What follows belongs to an exercise in optimizing a design on an open flow for small area; a production flow would make more cautious choices.
The RTL was checked by simulation tests, not by an equivalence proof against the original design.
The clock port is modelled as an ideal driver; clocking choices that lean on that would not hold on a real chip.
Power and IR drop assume default switching activity.

==> inputs of try-lagoon <==
==> flow/design.v <==
`timescale 1ns / 1ps
module master #
(
	parameter	READ_ADDR		= 123,
	parameter	READ_ADDR_FAST	= 456,
	parameter	WRITE_ADDR		= 789,
	parameter	READ_ADDR_MPU	= 114
)
(
	input	CLK,
	input	RESET,
	input	MISO,
	output	reg MOSI,
	output	FLASH_CS,
	output	SENSOR_CS
);
localparam	READ_DATA_INSTR		= 8'h3;
localparam	WRITE_ENABLE_INSTR	= 8'h6;
localparam	WRITE_DISABLE_INSTR	= 8'h4;
localparam	FAST_READ_INSTR		= 8'h0;
function [23:0] rev24(input [23:0] x);
	integer k;
	for (k = 0; k < 24; k = k + 1) rev24[k] = x[23 - k];
endfunction
localparam [63:0] V1 = {31'd0, rev24(READ_ADDR), READ_DATA_INSTR, 1'b0};
localparam [63:0] V2 = {22'd0, rev24(WRITE_ADDR), WRITE_ENABLE_INSTR, 1'b0,
						WRITE_ENABLE_INSTR, 1'b0};
localparam [63:0] V3 = {14'd0, 8'd0, rev24(READ_ADDR_FAST), FAST_READ_INSTR, 1'b0,
						WRITE_DISABLE_INSTR, 1'b0};
localparam [63:0] V4 = {32'd0, rev24(READ_ADDR), FAST_READ_INSTR};
localparam [3:0] C1 = 4'd0, R = 4'd1, L1 = 4'd2, C2 = 4'd3, W = 4'd4, C3 = 4'd5,
				 FR = 4'd6, L2 = 4'd7, C4 = 4'd8, SR = 4'd9, L3 = 4'd10, TERM = 4'd11;
reg		[6:0]	c;			 
reg		[3:0]	st;
reg		[5:0]	it;
reg		[66:0]	r;			 
reg				stage;
wire	rise = (c == 7'd99);
always @(posedge CLK)
	if (RESET)		c <= 7'd50;
	else if (rise)	c <= 7'd0;
	else			c <= c + 7'd1;
reg last;
always @* begin
	case (st)
		C1:			last = (it == 6'd32);
		C2:			last = (it == 6'd41);
		C3:			last = (it == 6'd49);
		C4:			last = (it == 6'd31);
		default:	last = (it == 6'd63);
	endcase
end
always @(posedge CLK)
	if (RESET) begin
		st <= C1;
		it <= 6'd0;
	end else if (rise && st != TERM) begin
		it <= last ? 6'd0 : it + 6'd1;
		if (last) st <= st + 4'd1;
	end
wire	sampling = (st == R) || (st == FR) || (st == SR);
wire	led = (st == L1) || (st == L2) || (st == L3);
always @(posedge CLK)
	r <= {r[65:0], (rise && sampling) ? MISO : r[66]};
always @(posedge CLK)
	if (led && c == {1'b0, it}) stage <= r[0];
always @(posedge CLK)
	if (RESET) MOSI <= 1'b0;
	else if (rise) case (st)
		C1:			MOSI <= V1[it];
		C2:			if (it != 6'd0) MOSI <= V2[it];
		C3:			if (it != 6'd0) MOSI <= V3[it];
		C4:			MOSI <= V4[it];
		W:			MOSI <= r[48];
		L1, L2, L3:	MOSI <= stage;
		TERM:		;
		default:	MOSI <= 1'b0;
	endcase
assign FLASH_CS = !((st == C1 && it != 6'd0) || st == R ||
				((st == C2 || st == C3) && it != 6'd0 && it != 6'd9 && it < 6'd42));
assign SENSOR_CS = !(st == C4 || st == SR);
endmodule
==> flow/run.sh <==
#!/bin/bash
# synth_recipe.tcl (not shown) runs the flow's synth.tcl, then flattens the netlist and writes it again
# the make line also repeats each setting of config.mk as NAME=value (left out here)
make -C /OpenROAD-flow-scripts/flow DESIGN_CONFIG=/design/flow/config.mk WORK_HOME=/design/flow/orfs CLKGATE_MAP_FILE= SYNTH_SCRIPT=/design/flow/synth_recipe.tcl finish
==> flow/config.mk <==
export PLATFORM = sky130hd
export DESIGN_NAME = master
export DESIGN_NICKNAME = master
export VERILOG_FILES = /design/flow/design.v
export SDC_FILE = /design/flow/constraint.sdc
export NUM_CORES = 4
export LEC_CHECK = 0
export ABC_AREA = 1
export CAP_MARGIN = 20
export CORE_MARGIN = 2
export CORE_UTILIZATION = 40
export PLACE_DENSITY = 0.6
export SLEW_MARGIN = 20
==> flow/constraint.sdc <==
create_clock -name core_clock -period 5.0 [get_ports {CLK}]
set_input_delay 1.0000 -clock core_clock [delete_from_list [all_inputs] [get_ports {CLK}]]
set_output_delay 1.0000 -clock core_clock [all_outputs]
set_load 0.01 [all_outputs]
==> try-nickel (differences from try-lagoon) <==
--- a/flow/design.v
+++ b/flow/design.v
@@ -36,5 +36,5 @@
 reg		[66:0]	r;			 
 reg				stage;
-wire	rise = (c == 7'd99);
+wire	rise = c[6] & c[5] & c[1] & c[0];		 
 always @(posedge CLK)
 	if (RESET)		c <= 7'd50;
@@ -44,18 +44,19 @@
 always @* begin
 	case (st)
-		C1:			last = (it == 6'd32);
-		C2:			last = (it == 6'd41);
-		C3:			last = (it == 6'd49);
-		C4:			last = (it == 6'd31);
-		default:	last = (it == 6'd63);
+		C1:			last = it[5];						 
+		C2:			last = it[5] & it[3] & it[0];		 
+		C3:			last = it[5] & it[4] & it[0];		 
+		C4:			last = &it[4:0];					 
+		default:	last = &it;							 
 	endcase
 end
+wire	term = st[3] & st[1] & st[0];			 
 always @(posedge CLK)
 	if (RESET) begin
 		st <= C1;
 		it <= 6'd0;
-	end else if (rise && st != TERM) begin
+	end else if (rise) begin
 		it <= last ? 6'd0 : it + 6'd1;
-		if (last) st <= st + 4'd1;
+		if (last && !term) st <= st + 4'd1;
 	end
 wire	sampling = (st == R) || (st == FR) || (st == SR);
@@ -64,15 +65,13 @@
 	r <= {r[65:0], (rise && sampling) ? MISO : r[66]};
 always @(posedge CLK)
-	if (led && c == {1'b0, it}) stage <= r[0];
+	if ((led && c == {1'b0, it}) || (st == W && c == 7'd51)) stage <= r[0];
 always @(posedge CLK)
 	if (RESET) MOSI <= 1'b0;
 	else if (rise) case (st)
 		C1:			MOSI <= V1[it];
-		C2:			if (it != 6'd0) MOSI <= V2[it];
-		C3:			if (it != 6'd0) MOSI <= V3[it];
+		C2:			MOSI <= (it == 6'd0) ? stage : V2[it];
+		C3:			MOSI <= (it == 6'd0) ? stage : V3[it];
 		C4:			MOSI <= V4[it];
-		W:			MOSI <= r[48];
-		L1, L2, L3:	MOSI <= stage;
-		TERM:		;
+		W, L1, L2, L3, TERM:	MOSI <= stage;
 		default:	MOSI <= 1'b0;
 	endcase
==> flow/flow/run.sh (new file) <==
#!/bin/bash
# Own layout flow: the standard ORFS flow with
#  - synthesis: the standard flow's script, but the final ABC mapping uses an area-oriented
#    script (flow/area.abc, run with several seeds, smallest result kept) and
#    the adders are left to ABC (no extract_fa);
#    the front-end (synth -nofsm -noshare, flatten, renames) is unchanged,
#    so the registers are those of the standard synthesis;
#  - CTS without dummy loads; afterwards each clock buffer is downsized to the
#    smallest clkbuf that keeps every flip-flop clock pin's slew under 110 ps
#    (flow/post_cts.tcl);
#  - port buffers of the smallest buffer cell.
set -euo pipefail
W=$PWD
F=$W/flow
# synthesis script = synth_recipe.tcl with hooks inserted after its first line
{ head -n 1 synth_recipe.tcl; cat "$F/synth_hooks.tcl"; tail -n +2 synth_recipe.tcl; } > my_synth.tcl
sed "s#SYNTH_SCRIPT=[^ ]*synth_recipe.tcl#SYNTH_SCRIPT=$W/my_synth.tcl#" standard.sh > my_standard.sh
grep -q "SYNTH_SCRIPT=$W/my_synth.tcl" my_standard.sh
export MY_ABC_DIR=$W/abc_scripts
mkdir -p "$MY_ABC_DIR"
for S in ${MY_ABC_SEEDS:-1 2 3 4 5 6 7 8}; do
  sed "s/SEED/$S/" "$F/area.abc" > "$MY_ABC_DIR/seed_$S.abc"
done
export CTS_ARGS="-sink_clustering_enable -repair_clock_nets -dont_use_dummy_load -buf_list sky130_fd_sc_hd__clkbuf_8"
export POST_CTS_TCL=$F/post_cts.tcl
export MY_CLK_SLEW_PS=110
export BUFFER_PORTS_ARGS="-buffer_cell sky130_fd_sc_hd__buf_1"
bash my_standard.sh > flow_make.log 2>&1
==> flow/flow/area.abc (new file) <==
strash
&get -n
&deepsyn -T 30 -S SEED
&put
dch -f
map -a
topo
==> flow/flow/post_cts.tcl (new file) <==
# Downsize each clock-tree buffer to the smallest clkbuf whose flip-flop clock
# pins keep a slew under the limit below (placement parasitics, with margin
# for the extracted ones). Smaller cells keep their origin, so placement stays
# legal.
set my_clk_slew_limit [expr {$::env(MY_CLK_SLEW_PS) / 1000.0}]  ;# in ns, as STA reports slews
proc my_sink_slew {inst} {
  set w 0
  foreach opin [get_pins -of_objects $inst -filter "direction == output"] {
    foreach pin [get_pins -of_objects [get_nets -of_objects $opin] -filter "direction == input"] {
      foreach a {max min} { foreach e {rise fall} {
        set s [get_property $pin slew_${a}_$e]
        if {[string is double -strict $s] && $s > $w} { set w $s }
      }}
    }
  }
  return $w
}
proc my_all_sink_slew {} {
  set w 0
  foreach pin [get_pins -hierarchical */CLK] {
    foreach a {max min} { foreach e {rise fall} {
      set s [get_property $pin slew_${a}_$e]
      if {[string is double -strict $s] && $s > $w} { set w $s }
    }}
  }
  return $w
}
estimate_parasitics -placement
puts "my_post_cts: worst clock pin slew before [my_all_sink_slew]"
# leaves first (those driving flip-flops), then the buffers above them
set leaves {}
set others {}
foreach inst [get_cells -filter "ref_name =~ sky130_fd_sc_hd__clkbuf_*"] {
  set drives_ff 0
  foreach opin [get_pins -of_objects $inst -filter "direction == output"] {
    foreach pin [get_pins -of_objects [get_nets -of_objects $opin] -filter "direction == input"] {
      if {[get_property $pin name] == "CLK"} { set drives_ff 1 }
    }
  }
  if {$drives_ff} { lappend leaves $inst } else { lappend others $inst }
}
foreach inst [concat $leaves $others] {
  set name [get_full_name $inst]
  set orig [get_property $inst ref_name]
  foreach cand {sky130_fd_sc_hd__clkbuf_1 sky130_fd_sc_hd__clkbuf_2 sky130_fd_sc_hd__clkbuf_4} {
    if {$cand == $orig} { break }
    replace_cell $inst $cand
    estimate_parasitics -placement
    if {[my_all_sink_slew] <= $my_clk_slew_limit} {
      puts "my_post_cts: $name $orig -> $cand"
      break
    }
    replace_cell $inst $orig
    estimate_parasitics -placement
  }
}
puts "my_post_cts: worst clock pin slew after [my_all_sink_slew]"
==> flow/flow/synth_hooks.tcl (new file) <==
# Final ABC mapping: instead of ORFS's script, run an area-oriented script
# (&deepsyn, then area mapping) with several random seeds and keep the
# smallest mapped netlist. Flip-flops are mapped before ABC and untouched.
proc abc {args} {
  set li [lsearch -exact $args -liberty]
  set lib [lindex $args [expr {$li + 1}]]
  foreach opt {-script -D} {
    set i [lsearch -exact $args $opt]
    if {$i >= 0} { set args [lreplace $args $i [expr {$i + 1}]] }
  }
  yosys design -save my_pre_abc
  set best_area 1e18
  set n 0
  foreach script [lsort [glob $::env(MY_ABC_DIR)/*.abc]] {
    yosys design -load my_pre_abc
    yosys abc -script $script {*}$args
    set tmp $::env(MY_ABC_DIR)/stat_$n.txt
    yosys tee -q -o $tmp stat -liberty $lib
    set fh [open $tmp r]
    set txt [read $fh]
    close $fh
    if {[regexp {Chip area for module [^:]*: ([0-9.]+)} $txt -> area]} {
      puts "my_abc: $script area $area"
      if {$area < $best_area} {
        set best_area $area
        yosys design -save my_best_abc
      }
    }
    incr n
  }
  puts "my_abc: best area $best_area"
  yosys design -load my_best_abc
}
# leave adders to ABC instead of mapping them to half/full adder cells
proc extract_fa {args} {}
==> flow/standard.sh (new file) <==
#!/bin/bash
# synth_recipe.tcl (not shown) runs the flow's synth.tcl, then flattens the netlist and writes it again
# the make line also repeats each setting of config.mk as NAME=value (left out here)
make -C /OpenROAD-flow-scripts/flow DESIGN_CONFIG=/design/flow/config.mk WORK_HOME=/design/flow/orfs CLKGATE_MAP_FILE= SYNTH_SCRIPT=/design/flow/synth_recipe.tcl "${@:-finish}"
removed: flow/run.sh
==> notes.md <==
sequential share of power=0.614; outcome=finished clean; Cell variety after synth=39; number of CTS-inserted buffers=9
The numbers above come from try-lagoon.

==> notes.md <==
outcome=finished clean; Top FF cell, synth=dfxtp_1; Cell variety after synth=26; sequential share of power=0.695; Die ar.=0.00652 sq mm; CP max stage delay=0.46 ns; total gr overflow=0
The numbers above come from try-nickel.

## static timing again, ports no longer ideal
The flow's constraints put no driver on any port. The routed layouts listed below were extracted and timed again, unchanged, in two steps.
Step 1 (the two cells are an assumption about what drives the block):
set clk [get_ports {CLK}]
set_driving_cell -lib_cell sky130_fd_sc_hd__clkbuf_16 $clk
set_driving_cell -lib_cell sky130_fd_sc_hd__buf_2 [delete_from_list [all_inputs] $clk]
Step 2, shift: input delay + t, output delay - t, t = (earliest + latest rising clock arrival at the registers) / 2. This alone moves slack from input paths to output paths.
Three values: ideal ports, drivers, drivers and shift; two values: the first two.
run	t, ns	setup WS [ns]	worst hold slack (ns)	pins driven straight from the clock port
try-lagoon	0.367	1.805 / 1.777 / 2.144	0.323 / 0.323 / 0.323	1
try-nickel	0.481	1.976 / 1.956 / 2.005	0.322 / 0.322 / 0.322	1
After both steps setup and hold are still met in every run listed.
